Context: an optimization exercise on an open-source flow, tuned for small area. The choices shown serve that exercise and are no tape-out recipe.
The RTL was checked by simulation tests, not by an equivalence proof against the original design.
No activity file was given, so power comes from the tool's default toggle rates.

==> flow/design.v (outline; a module is shown in full before it is edited, if it fits) <==
// module mult_add: 598 lines
// module rmux: 3 lines
// module bpp: 3 lines
// module fa: 4 lines
// module fa1: 4 lines
// module or2: 3 lines
// module ha: 4 lines
// module xo: 3 lines
// module xn: 3 lines
// module MAC: 41 lines
module MAC(
input clk,
input rst,
input [16 - 1 : 0] mac_en, 
input [16 * 16 - 1 : 0] img,
input [16 / 8 * 16 - 1 : 0] ker,
input [16 * 28 - 1 : 0] partial_output, 
output [16 * 33 - 1 : 0] result, 
output reg result_vld,
output partial_output_prepare
    );
  // ...
==> flow/flow/run.sh <==
#!/bin/bash
# The standard layout (the standard.sh: standard synthesis, floorplan,
# placement, CTS, routing), with the ports buffered by the smallest buffer
# instead of the one buffer_ports picks on its own.
set -euo pipefail
export BUFFER_PORTS_ARGS="-buffer_cell sky130_fd_sc_hd__buf_1"
bash standard.sh synth > synth.log 2>&1
bash standard.sh finish > finish.log 2>&1
==> flow/standard.sh <==
#!/bin/bash
# synth_recipe.tcl (not shown) runs the flow's synth.tcl, then flattens the netlist and writes it again
# the make line also repeats each setting of config.mk as NAME=value (left out here)
make -C /OpenROAD-flow-scripts/flow DESIGN_CONFIG=/design/flow/config.mk WORK_HOME=/design/flow/orfs CLKGATE_MAP_FILE= SYNTH_SCRIPT=/design/flow/synth_recipe.tcl "${@:-finish}"
==> flow/config.mk <==
export PLATFORM = sky130hd
export DESIGN_NAME = MAC
export DESIGN_NICKNAME = MAC
export VERILOG_FILES = /design/flow/design.v
export SDC_FILE = /design/flow/constraint.sdc
export NUM_CORES = 4
export LEC_CHECK = 0
export ABC_CLOCK_PERIOD_IN_PS = 8500
export CAP_MARGIN = 20
export CORE_MARGIN = 2
export CORE_UTILIZATION = 65
export CTS_CLUSTER_DIAMETER = 70
export CTS_CLUSTER_SIZE = 25
export PLACE_DENSITY = 0.8
export SLEW_MARGIN = 20
export SYNTH_HIERARCHICAL = 1
export SYNTH_MINIMUM_KEEP_SIZE = 0
==> flow/constraint.sdc <==
create_clock -name core_clock -period 8.5 [get_ports {clk}]
set_input_delay 1.7000 -clock core_clock [delete_from_list [all_inputs] [get_ports {clk}]]
set_output_delay 1.7000 -clock core_clock [all_outputs]
set_load 0.01 [all_outputs]
==> out/results.tsv, run 1 <==
stage	metric	value	unit
detailed_routing	drtIter0Drc	11683	
cells_and_area	layout-drive-gt1-share	0.0506	
place	placed_area	133000	um^2
floorplan	start_util	0.656	
power_and_ir_drop	powerSeq	7.25	mW
cells_and_area	diodes	149	
detailed_routing	dr_wl_met3	50600	um
synth	synth_fp_nets	14518	
synth	synth_edf_count	0	
power_and_ir_drop	swShare	0.494	
cells_and_area	dominant_cells	multi-input combinational cells	
detailed_routing	num_vias	107548	
detailed_routing	routed.top_layer	met5	
floorplan	die_area	193000	um^2
synth	ys_ff_latch	1073	
clock_tree	cts_root_buffer	clkbuf_16	
synth	synth_top_family_by_area	adder cells	
clock_tree	post_cts_buffers	0	
cells_and_area	nMultiInputCombCells	9760	
cells_and_area	inv_count	368	
global_routing	grt_antenna_before_repair	170	
cells_and_area	syn_to_final_growth	11.5	%
detailed_routing	drt-total-wl	449000	um
power_and_ir_drop	internal-power	22.9	mW
run_status	status	finished clean	
synth	synth_area_leader_cell	fa_1	
sta	finalCriticalPeriod	7.64	ns
sta	slew_headroom	0.170	
detailed_routing	via_per_inst	6.94	
cells_and_area	buffer_area_frac	0.0465	
detailed_routing	wl_met1	157000	um
cells_and_area	final_cell_mix	2,144 x xnor2_1, 1,936 x fa_1, 1,920 x o22ai_1	
power_and_ir_drop	power.group.top	combinational cells	
synth	synth_xor_area_frac	0.175	
worst_setup_path	cp.depth	20	
cells_and_area	fill_cells	13734	
hold_path	hp-class	register to register	
detailed_routing	ant_nets	0	
synth	yosysTopAreaCellShare	0.314	
cells_and_area	top_register	mult_add.u_mult_add.P	
clock_tree	path_clk_slew	0.10	ns
detailed_routing	wl_per_cell	29.0	um
==> run 2: changes to the inputs <==
--- a/flow/design.v
+++ b/flow/design.v
@@ -16,7 +16,6 @@
 wire [32 : 0] p_d;
-wire one0 = b_r[0] ^ 1'b0;
-wire two0 = (b_r[1] & ~b_r[0] & ~1'b0) | (~b_r[1] & b_r[0] & 1'b0);
-wire none0 = ~one0;
-wire ntwo0 = ~two0;
+wire none0 = ~b_r[0];
+wire ntwo0 = ~((b_r[1] & ~b_r[0] & ~1'b0) | (~b_r[1] & b_r[0] & 1'b0));
 wire ng0 = b_r[1] & ~(b_r[0] & 1'b0);
+wire pg0 = ~ng0;
 wire nx0_0; xn u_x0_0 (.a(a_r[0]), .b(ng0), .y(nx0_0));
@@ -37,3 +36,3 @@
 wire nx0_15; xn u_x0_15 (.a(a_r[15]), .b(ng0), .y(nx0_15));
-wire pp0_0 = (one0 & ~nx0_0) | (two0 & ng0);
+wire pp0_0; bpp u_pp0_0 (.na(none0), .nb(ntwo0), .xa(nx0_0), .xb(pg0), .pp(pp0_0));
 wire pp0_1; bpp u_pp0_1 (.na(none0), .nb(ntwo0), .xa(nx0_1), .xb(nx0_0), .pp(pp0_1));
@@ -53,8 +52,7 @@
 wire pp0_15; bpp u_pp0_15 (.na(none0), .nb(ntwo0), .xa(nx0_15), .xb(nx0_14), .pp(pp0_15));
-wire pp0_16 = ~((one0 | two0) & ~nx0_15);
-wire one1 = b_r[2] ^ b_r[1];
-wire two1 = (b_r[3] & ~b_r[2] & ~b_r[1]) | (~b_r[3] & b_r[2] & b_r[1]);
-wire none1 = ~one1;
-wire ntwo1 = ~two1;
+wire pp0_16 = (none0 & ntwo0) | nx0_15;
+wire none1; xn u_none1 (.a(b_r[2]), .b(b_r[1]), .y(none1));
+wire ntwo1 = ~((b_r[3] & ~b_r[2] & ~b_r[1]) | (~b_r[3] & b_r[2] & b_r[1]));
 wire ng1 = b_r[3] & ~(b_r[2] & b_r[1]);
+wire pg1 = ~ng1;
 wire nx1_0; xn u_x1_0 (.a(a_r[0]), .b(ng1), .y(nx1_0));
@@ -75,3 +73,3 @@
 wire nx1_15; xn u_x1_15 (.a(a_r[15]), .b(ng1), .y(nx1_15));
-wire pp1_0 = (one1 & ~nx1_0) | (two1 & ng1);
+wire pp1_0; bpp u_pp1_0 (.na(none1), .nb(ntwo1), .xa(nx1_0), .xb(pg1), .pp(pp1_0));
 wire pp1_1; bpp u_pp1_1 (.na(none1), .nb(ntwo1), .xa(nx1_1), .xb(nx1_0), .pp(pp1_1));
@@ -91,8 +89,7 @@
 wire pp1_15; bpp u_pp1_15 (.na(none1), .nb(ntwo1), .xa(nx1_15), .xb(nx1_14), .pp(pp1_15));
-wire pp1_16 = ~((one1 | two1) & ~nx1_15);
-wire one2 = b_r[4] ^ b_r[3];
-wire two2 = (b_r[5] & ~b_r[4] & ~b_r[3]) | (~b_r[5] & b_r[4] & b_r[3]);
-wire none2 = ~one2;
-wire ntwo2 = ~two2;
+wire pp1_16 = (none1 & ntwo1) | nx1_15;
+wire none2; xn u_none2 (.a(b_r[4]), .b(b_r[3]), .y(none2));
+wire ntwo2 = ~((b_r[5] & ~b_r[4] & ~b_r[3]) | (~b_r[5] & b_r[4] & b_r[3]));
 wire ng2 = b_r[5] & ~(b_r[4] & b_r[3]);
+wire pg2 = ~ng2;
 wire nx2_0; xn u_x2_0 (.a(a_r[0]), .b(ng2), .y(nx2_0));
@@ -113,3 +110,3 @@
 wire nx2_15; xn u_x2_15 (.a(a_r[15]), .b(ng2), .y(nx2_15));
-wire pp2_0 = (one2 & ~nx2_0) | (two2 & ng2);
+wire pp2_0; bpp u_pp2_0 (.na(none2), .nb(ntwo2), .xa(nx2_0), .xb(pg2), .pp(pp2_0));
 wire pp2_1; bpp u_pp2_1 (.na(none2), .nb(ntwo2), .xa(nx2_1), .xb(nx2_0), .pp(pp2_1));
@@ -129,8 +126,7 @@
 wire pp2_15; bpp u_pp2_15 (.na(none2), .nb(ntwo2), .xa(nx2_15), .xb(nx2_14), .pp(pp2_15));
-wire pp2_16 = ~((one2 | two2) & ~nx2_15);
-wire one3 = b_r[6] ^ b_r[5];
-wire two3 = (b_r[7] & ~b_r[6] & ~b_r[5]) | (~b_r[7] & b_r[6] & b_r[5]);
-wire none3 = ~one3;
-wire ntwo3 = ~two3;
+wire pp2_16 = (none2 & ntwo2) | nx2_15;
+wire none3; xn u_none3 (.a(b_r[6]), .b(b_r[5]), .y(none3));
+wire ntwo3 = ~((b_r[7] & ~b_r[6] & ~b_r[5]) | (~b_r[7] & b_r[6] & b_r[5]));
 wire ng3 = b_r[7] & ~(b_r[6] & b_r[5]);
+wire pg3 = ~ng3;
 wire nx3_0; xn u_x3_0 (.a(a_r[0]), .b(ng3), .y(nx3_0));
@@ -151,3 +147,3 @@
 wire nx3_15; xn u_x3_15 (.a(a_r[15]), .b(ng3), .y(nx3_15));
-wire pp3_0 = (one3 & ~nx3_0) | (two3 & ng3);
+wire pp3_0; bpp u_pp3_0 (.na(none3), .nb(ntwo3), .xa(nx3_0), .xb(pg3), .pp(pp3_0));
 wire pp3_1; bpp u_pp3_1 (.na(none3), .nb(ntwo3), .xa(nx3_1), .xb(nx3_0), .pp(pp3_1));
@@ -167,8 +163,7 @@
 wire pp3_15; bpp u_pp3_15 (.na(none3), .nb(ntwo3), .xa(nx3_15), .xb(nx3_14), .pp(pp3_15));
-wire pp3_16 = ~((one3 | two3) & ~nx3_15);
-wire one4 = b_r[8] ^ b_r[7];
-wire two4 = (b_r[9] & ~b_r[8] & ~b_r[7]) | (~b_r[9] & b_r[8] & b_r[7]);
-wire none4 = ~one4;
-wire ntwo4 = ~two4;
+wire pp3_16 = (none3 & ntwo3) | nx3_15;
+wire none4; xn u_none4 (.a(b_r[8]), .b(b_r[7]), .y(none4));
+wire ntwo4 = ~((b_r[9] & ~b_r[8] & ~b_r[7]) | (~b_r[9] & b_r[8] & b_r[7]));
 wire ng4 = b_r[9] & ~(b_r[8] & b_r[7]);
+wire pg4 = ~ng4;
 wire nx4_0; xn u_x4_0 (.a(a_r[0]), .b(ng4), .y(nx4_0));
@@ -189,3 +184,3 @@
 wire nx4_15; xn u_x4_15 (.a(a_r[15]), .b(ng4), .y(nx4_15));
-wire pp4_0 = (one4 & ~nx4_0) | (two4 & ng4);
+wire pp4_0; bpp u_pp4_0 (.na(none4), .nb(ntwo4), .xa(nx4_0), .xb(pg4), .pp(pp4_0));
 wire pp4_1; bpp u_pp4_1 (.na(none4), .nb(ntwo4), .xa(nx4_1), .xb(nx4_0), .pp(pp4_1));
@@ -205,8 +200,7 @@
 wire pp4_15; bpp u_pp4_15 (.na(none4), .nb(ntwo4), .xa(nx4_15), .xb(nx4_14), .pp(pp4_15));
-wire pp4_16 = ~((one4 | two4) & ~nx4_15);
-wire one5 = b_r[10] ^ b_r[9];
-wire two5 = (b_r[11] & ~b_r[10] & ~b_r[9]) | (~b_r[11] & b_r[10] & b_r[9]);
-wire none5 = ~one5;
-wire ntwo5 = ~two5;
+wire pp4_16 = (none4 & ntwo4) | nx4_15;
+wire none5; xn u_none5 (.a(b_r[10]), .b(b_r[9]), .y(none5));
+wire ntwo5 = ~((b_r[11] & ~b_r[10] & ~b_r[9]) | (~b_r[11] & b_r[10] & b_r[9]));
 wire ng5 = b_r[11] & ~(b_r[10] & b_r[9]);
+wire pg5 = ~ng5;
 wire nx5_0; xn u_x5_0 (.a(a_r[0]), .b(ng5), .y(nx5_0));
@@ -227,3 +221,3 @@
 wire nx5_15; xn u_x5_15 (.a(a_r[15]), .b(ng5), .y(nx5_15));
-wire pp5_0 = (one5 & ~nx5_0) | (two5 & ng5);
+wire pp5_0; bpp u_pp5_0 (.na(none5), .nb(ntwo5), .xa(nx5_0), .xb(pg5), .pp(pp5_0));
 wire pp5_1; bpp u_pp5_1 (.na(none5), .nb(ntwo5), .xa(nx5_1), .xb(nx5_0), .pp(pp5_1));
@@ -243,8 +237,7 @@
 wire pp5_15; bpp u_pp5_15 (.na(none5), .nb(ntwo5), .xa(nx5_15), .xb(nx5_14), .pp(pp5_15));
-wire pp5_16 = ~((one5 | two5) & ~nx5_15);
-wire one6 = b_r[12] ^ b_r[11];
-wire two6 = (b_r[13] & ~b_r[12] & ~b_r[11]) | (~b_r[13] & b_r[12] & b_r[11]);
-wire none6 = ~one6;
-wire ntwo6 = ~two6;
+wire pp5_16 = (none5 & ntwo5) | nx5_15;
+wire none6; xn u_none6 (.a(b_r[12]), .b(b_r[11]), .y(none6));
+wire ntwo6 = ~((b_r[13] & ~b_r[12] & ~b_r[11]) | (~b_r[13] & b_r[12] & b_r[11]));
 wire ng6 = b_r[13] & ~(b_r[12] & b_r[11]);
+wire pg6 = ~ng6;
 wire nx6_0; xn u_x6_0 (.a(a_r[0]), .b(ng6), .y(nx6_0));
@@ -265,3 +258,3 @@
 wire nx6_15; xn u_x6_15 (.a(a_r[15]), .b(ng6), .y(nx6_15));
-wire pp6_0 = (one6 & ~nx6_0) | (two6 & ng6);
+wire pp6_0; bpp u_pp6_0 (.na(none6), .nb(ntwo6), .xa(nx6_0), .xb(pg6), .pp(pp6_0));
 wire pp6_1; bpp u_pp6_1 (.na(none6), .nb(ntwo6), .xa(nx6_1), .xb(nx6_0), .pp(pp6_1));
@@ -281,8 +274,7 @@
 wire pp6_15; bpp u_pp6_15 (.na(none6), .nb(ntwo6), .xa(nx6_15), .xb(nx6_14), .pp(pp6_15));
-wire pp6_16 = ~((one6 | two6) & ~nx6_15);
-wire one7 = b_r[14] ^ b_r[13];
-wire two7 = (b_r[15] & ~b_r[14] & ~b_r[13]) | (~b_r[15] & b_r[14] & b_r[13]);
-wire none7 = ~one7;
-wire ntwo7 = ~two7;
+wire pp6_16 = (none6 & ntwo6) | nx6_15;
+wire none7; xn u_none7 (.a(b_r[14]), .b(b_r[13]), .y(none7));
+wire ntwo7 = ~((b_r[15] & ~b_r[14] & ~b_r[13]) | (~b_r[15] & b_r[14] & b_r[13]));
 wire ng7 = b_r[15] & ~(b_r[14] & b_r[13]);
+wire pg7 = ~ng7;
 wire nx7_0; xn u_x7_0 (.a(a_r[0]), .b(ng7), .y(nx7_0));
@@ -303,3 +295,3 @@
 wire nx7_15; xn u_x7_15 (.a(a_r[15]), .b(ng7), .y(nx7_15));
-wire pp7_0 = (one7 & ~nx7_0) | (two7 & ng7);
+wire pp7_0; bpp u_pp7_0 (.na(none7), .nb(ntwo7), .xa(nx7_0), .xb(pg7), .pp(pp7_0));
 wire pp7_1; bpp u_pp7_1 (.na(none7), .nb(ntwo7), .xa(nx7_1), .xb(nx7_0), .pp(pp7_1));
@@ -319,3 +311,3 @@
 wire pp7_15; bpp u_pp7_15 (.na(none7), .nb(ntwo7), .xa(nx7_15), .xb(nx7_14), .pp(pp7_15));
-wire pp7_16 = ~((one7 | two7) & ~nx7_15);
+wire pp7_16 = (none7 & ntwo7) | nx7_15;
 wire c27n = ~C[27];
==> run 2 against run 1 <==
Maximum frequency up 3.0%. Via count decreased by 0.61%. First-iteration DRC count grew 4.9%. Die area decreased by 0.92%. Power is 0.77% lower. Clock skew is 0.00086 ns lower. Worst setup slack better by 0.22 ns. Critical path type unchanged. Largest cell class unchanged. Largest power group unchanged. Highest routed layer unchanged.
==> out/results.tsv, run 2 <==
stage	metric	value	unit	change
run_status	status	finished clean		unchanged
cells_and_area	top_register	mult_add.u_mult_add.P		unchanged
synth	synthCells	11204		unchanged
synth	yosysWarnings	9		unchanged
clock_tree	cts_root_buffer	clkbuf_16		unchanged
worst_setup_path	end_kind	register		unchanged
detailed_routing	wl_per_cell	28.4	um	was 29.0 um
cells_and_area	post-route-util	0.730		was 0.732
sta	worst_pin_slew	1.26	ns	was 1.25 ns
sta	finalCriticalPeriod	7.42	ns	was 7.64 ns
detailed_routing	drtIter0Drc	12257		was 11,683
worst_setup_path	required	9.16	ns	was 9.20 ns
floorplan	rows	159		unchanged
cells_and_area	fin_area	137000	um^2	was 138,000 um^2
sta	rsz0062_at_grt	false		unchanged
sta	hold_viol	0		unchanged
synth	syn_area	122000	um^2	was 123,000 um^2
detailed_routing	drt-total-wl	442000	um	was 449,000 um
clock_tree	clkSinkCount	1073		unchanged
worst_setup_path	critPathLaunchType	register		unchanged
worst_setup_path	worst-path-max-fanout	17		was 23
global_routing	track_usage	0.455		was 0.457
synth	synth_flop_cell	dfxtp_1		unchanged
sta	setup_tns	0	ns	unchanged
clock_tree	path_clk_slew	0.09	ns	was 0.10 ns
place	dp_hpwl	350000	um	was 359,000 um
worst_setup_path	regToRegSetupSlack	1.08	ns	was 0.86 ns
clock_tree	clk_latency	0.79	ns	was 0.81 ns
sta	slew_headroom	0.162		was 0.170
floorplan	coreArea	187000	um^2	was 188,000 um^2
clock_tree	post_cts_buffers	0		unchanged
global_routing	grt_pass1_wl	663000	um	was 672,000 um
detailed_routing	num_vias	106893		was 107,548
synth	synthArstFlopShare	0		unchanged
global_routing	grt_antenna_before_repair	143		was 170
synth	yosysTopAreaCellShare	0.317		was 0.314
hold_path	hp-class	register to register		unchanged
synth	ys_top_cells_by_count	2,256 x xnor2_1, 2,048 x o22ai_1, 1,936 x fa_1		was 2,144 x xnor2_1, 1,936 x fa_1, 1,920 x o22ai_1
worst_setup_path	crit_end	mult_add[14].u_mult_add.P[21]		was mult_add[2].u_mult_add.P[21]
place	placed_area	133000	um^2	about the same
floorplan	die_h	438	um	was 440 um
detailed_routing	via_per_inst	6.86		was 6.94
cells_and_area	largest_reg_flops	528		unchanged
synth	synth_fp_nets	14406		was 14,518
global_routing	overflow	0		unchanged
synth	ys_ff_latch	1073		unchanged
power_and_ir_drop	ir_worst_vdd	0.000504	V	was 0.000538 V
place	io_buffers	1283		unchanged
synth	synth_edf_count	0		unchanged
sta	setup_viol	0		unchanged
cells_and_area	final_cell_mix	2,245 x xnor2_1, 2,048 x o22ai_1, 1,936 x fa_1		was 2,144 x xnor2_1, 1,936 x fa_1, 1,920 x o22ai_1
cells_and_area	layout-drive-gt1-share	0.0504		was 0.0506
sta	clock.fmax	0.135	GHz	was 0.131 GHz
clock_tree	cts_tree	yes		unchanged
place	place.gp.congestion	1.07		was 1.05
power_and_ir_drop	power_leakage	52.9	nW	was 52.8 nW
synth	yosysUniqueCellTypes	35		was 37
synth	synth_area_leader_cell	fa_1		unchanged
global_routing	grt_pass1_vias	107448		was 108,629
clock_tree	cts_resized	0		unchanged
synth	avgSynthCellArea	10.9	um^2	was 11.0 um^2
synth	yosysSeqAreaShare	0.176		was 0.174
worst_setup_path	crit_type	register to register		unchanged
cells_and_area	layout_commonest_cell	xnor2_1		unchanged
detailed_routing	drt-pass1-iter-count	9		was 8
power_and_ir_drop	p_per_area	329	nW/um^2	about the same
detailed_routing	drc	0		unchanged
floorplan	start_util	0.653		was 0.656
sta	drv_slew	0		unchanged
worst_setup_path	worstSetupStartpoint	mult_add[14].u_mult_add.b_r[0]		was mult_add[2].u_mult_add.b_r[1]
worst_setup_path	rr_endpoint	mult_add[14].u_mult_add.P[21]		was mult_add[2].u_mult_add.P[21]
synth	synth_area_leaders	fa_1 32%, dfxtp_1 18%, xnor2_1 16%, o22ai_1 10%, a22o_1 7.4%		was fa_1 31%, dfxtp_1 17%, xnor2_1 15%, o22ai_1 9.7%, a22o_1 7.4%
cells_and_area	top_regs	mult_add.u_mult_add.P (528), mult_add.u_mult_add.a_r (256), mult_add.u_mult_add.b_r (256)		unchanged
detailed_routing	ant_nets	0		unchanged
clock_tree	clock_path_buffers	3		unchanged
worst_setup_path	r2r_cells	22		was 20
clock_tree	cts_buffers	89		was 93
sta	timing.final.crit_share	0.873		was 0.899
worst_setup_path	crit-reg2reg-launch	mult_add[14].u_mult_add.b_r[0]		was mult_add[2].u_mult_add.b_r[1]
sta	fin_skew	0.0398	ns	was 0.0407 ns
clock_tree	htreeDepth	3		unchanged
synth	synth_most_common_cell	xnor2_1		unchanged
worst_setup_path	arrival	8.08	ns	was 8.34 ns
global_routing	grt_max_degree	66		unchanged
job	drv_cap	0		unchanged
cells_and_area	nets	16097		was 16,098
floorplan	fp.dieW	438	um	was 440 um
cells_and_area	syn_to_final_growth	11.8	%	was 11.5%
clock_tree	ctsHoldBuffers	0		unchanged
floorplan	die_area	192000	um^2	was 193,000 um^2
floorplan	io_pins	1284		unchanged
-- run 2: cell types whose count changed in the layout (fill, tap and decap cells not counted), sizes merged, moves of 48 or more --
cell and delta:
buf +107, ha -112, inv -117, nand2 +176, nor2 +96, nor2b -64, nor3 -64, o21a -48
o22ai +128, o32ai -112, or3 -48, xnor2 +112
-- run 2: per-module statistics from Yosys (local to each module, per instance), a selection --
| module | flops+latches | area, um^2 | cells inside |
|---|---|---|---|
| mult_add | 65 | 1940 | 182 |
| MAC | 33 | 983 | 84 |
| xo | 0 | 8.76 | 1 |
| xn | 0 | 8.76 | 1 |
| or2 | 0 | 6.26 | 1 |
| bpp | 0 | 6.26 | 1 |
-- run 2: worst min-delay path by stage --
stage,startpoint,to,slack [ns],depth (start not counted)
floorplan,mac_en_d[0][1],result_vld,0.39,0
global placement,mac_en_d[9][0],mac_en_d[9][1],0.42,1
detailed placement,mac_en_d[8][0],mac_en_d[8][1],0.43,1
CTS,mac_en_d[5][0],mac_en_d[5][1],0.44,1
global route,mac_en_d[5][0],mac_en_d[5][1],0.45,1
finish,mac_en_d[5][0],mac_en_d[5][1],0.43,1
-- run 2: cell families after synthesis --
group                    Yosys count  share of synthesized area
AO/OA/AOI/OAI                   3872                      0.226
AND/OR/NAND/NOR                  960                     0.0363
XOR/XNOR                        2576                      0.184
flip-flops                      1073                      0.176
adder cells (fa/ha/maj)         2448                      0.369
buffers and inverters            275                    0.00853
-- run 2: area by class of cell --
class | count | area, um^2
Multi-Input combinational cell | 9856 | 100000
Fill cell | 13779 | 50700
Sequential cell | 1073 | 21500
Timing Repair Buffer | 1603 | 7240
Tap cell | 2495 | 3120
Clock buffer | 98 | 2350
Clock inverter | 69 | 1130
Inverter | 272 | 1020
Antenna cell | 118 | 295
-- run 2: power breakdown --
| part | switching (mW) | internal, mW |
|---|---|---|
| clock network | 2.51 | 2.41 |
| logic | 18.3 | 14.4 |
| registers | 1.21 | 6.09 |
| total | 22.0 | 22.9 |
-- run 2: metrics by stage --
step	hold WS (ns)	worst slack (ns)	power, mW	cells
detailed placement	0.427	0.472	39.2	15299
global route	0.447	0.777	48.5	15549
global placement	0.417	0.646	37.8	15299
CTS	0.441	1.17	44.4	15466
floorplan	0.389	1.28	30.9	11204
finish	0.434	1.08	45.0	15584
-- run 2: critical path, stage by stage (launching register included) --
cell and delay (ns):
dfxtp_1 0.37, inv_1 0.22, nand2_1 0.44, o22ai_1 0.27, fa_1 0.45, fa_1 0.48
fa_1 0.41, fa_1 0.40, fa_1 0.39, fa_1 0.41, fa_1 0.42, fa_1 0.39
fa_1 0.39, fa_1 0.39, ha_1 0.23, a21o_1 0.24, a22oi_2 0.30, o21a_2 0.23
inv_2 0.05, a21o_1 0.20, a31o_1 0.24, xor2_1 0.17, a22o_1 0.22
-- run 2: per-layer routing --
metal / vias to the layer above / routed length [um] / track usage
met5: - / 501 / 0.00149
met1: 52906 / 155000 / 0.542
met2: 6970 / 193000 / 0.677
met3: 1655 / 50500 / 0.143
li1: 45290 / - / -
met4: 72 / 43100 / 0.372

## re-timing with driven ports
The flow's constraints put no driver on any port. The routed layouts listed below were extracted and timed again, unchanged, in two steps.
Step 1 sets driving cells, clkbuf_16 on the clock port and buf_2 on the other inputs (assumed; they add their load-dependent delay and slew).
Step 2, shift: input delay + t, output delay - t, t = (earliest + latest rising clock arrival at the registers) / 2. This alone moves slack from input paths to output paths.
Slacks: ideal / step 1 / step 2; pairs: ideal / step 1.
run	t, ns	setup WS [ns]	latest minus earliest clock arrival (ns)
run 1	0.891	0.859 / 0.859 / 0.427	0.061 / 0.061
run 2	0.875	1.080 / 1.080 / 0.397	0.042 / 0.043
After both steps every run listed still meets setup and hold. For run 2, which loses most, drivers alone change the setup slack by 0.000 ns; drivers and shift together by -0.683 ns.
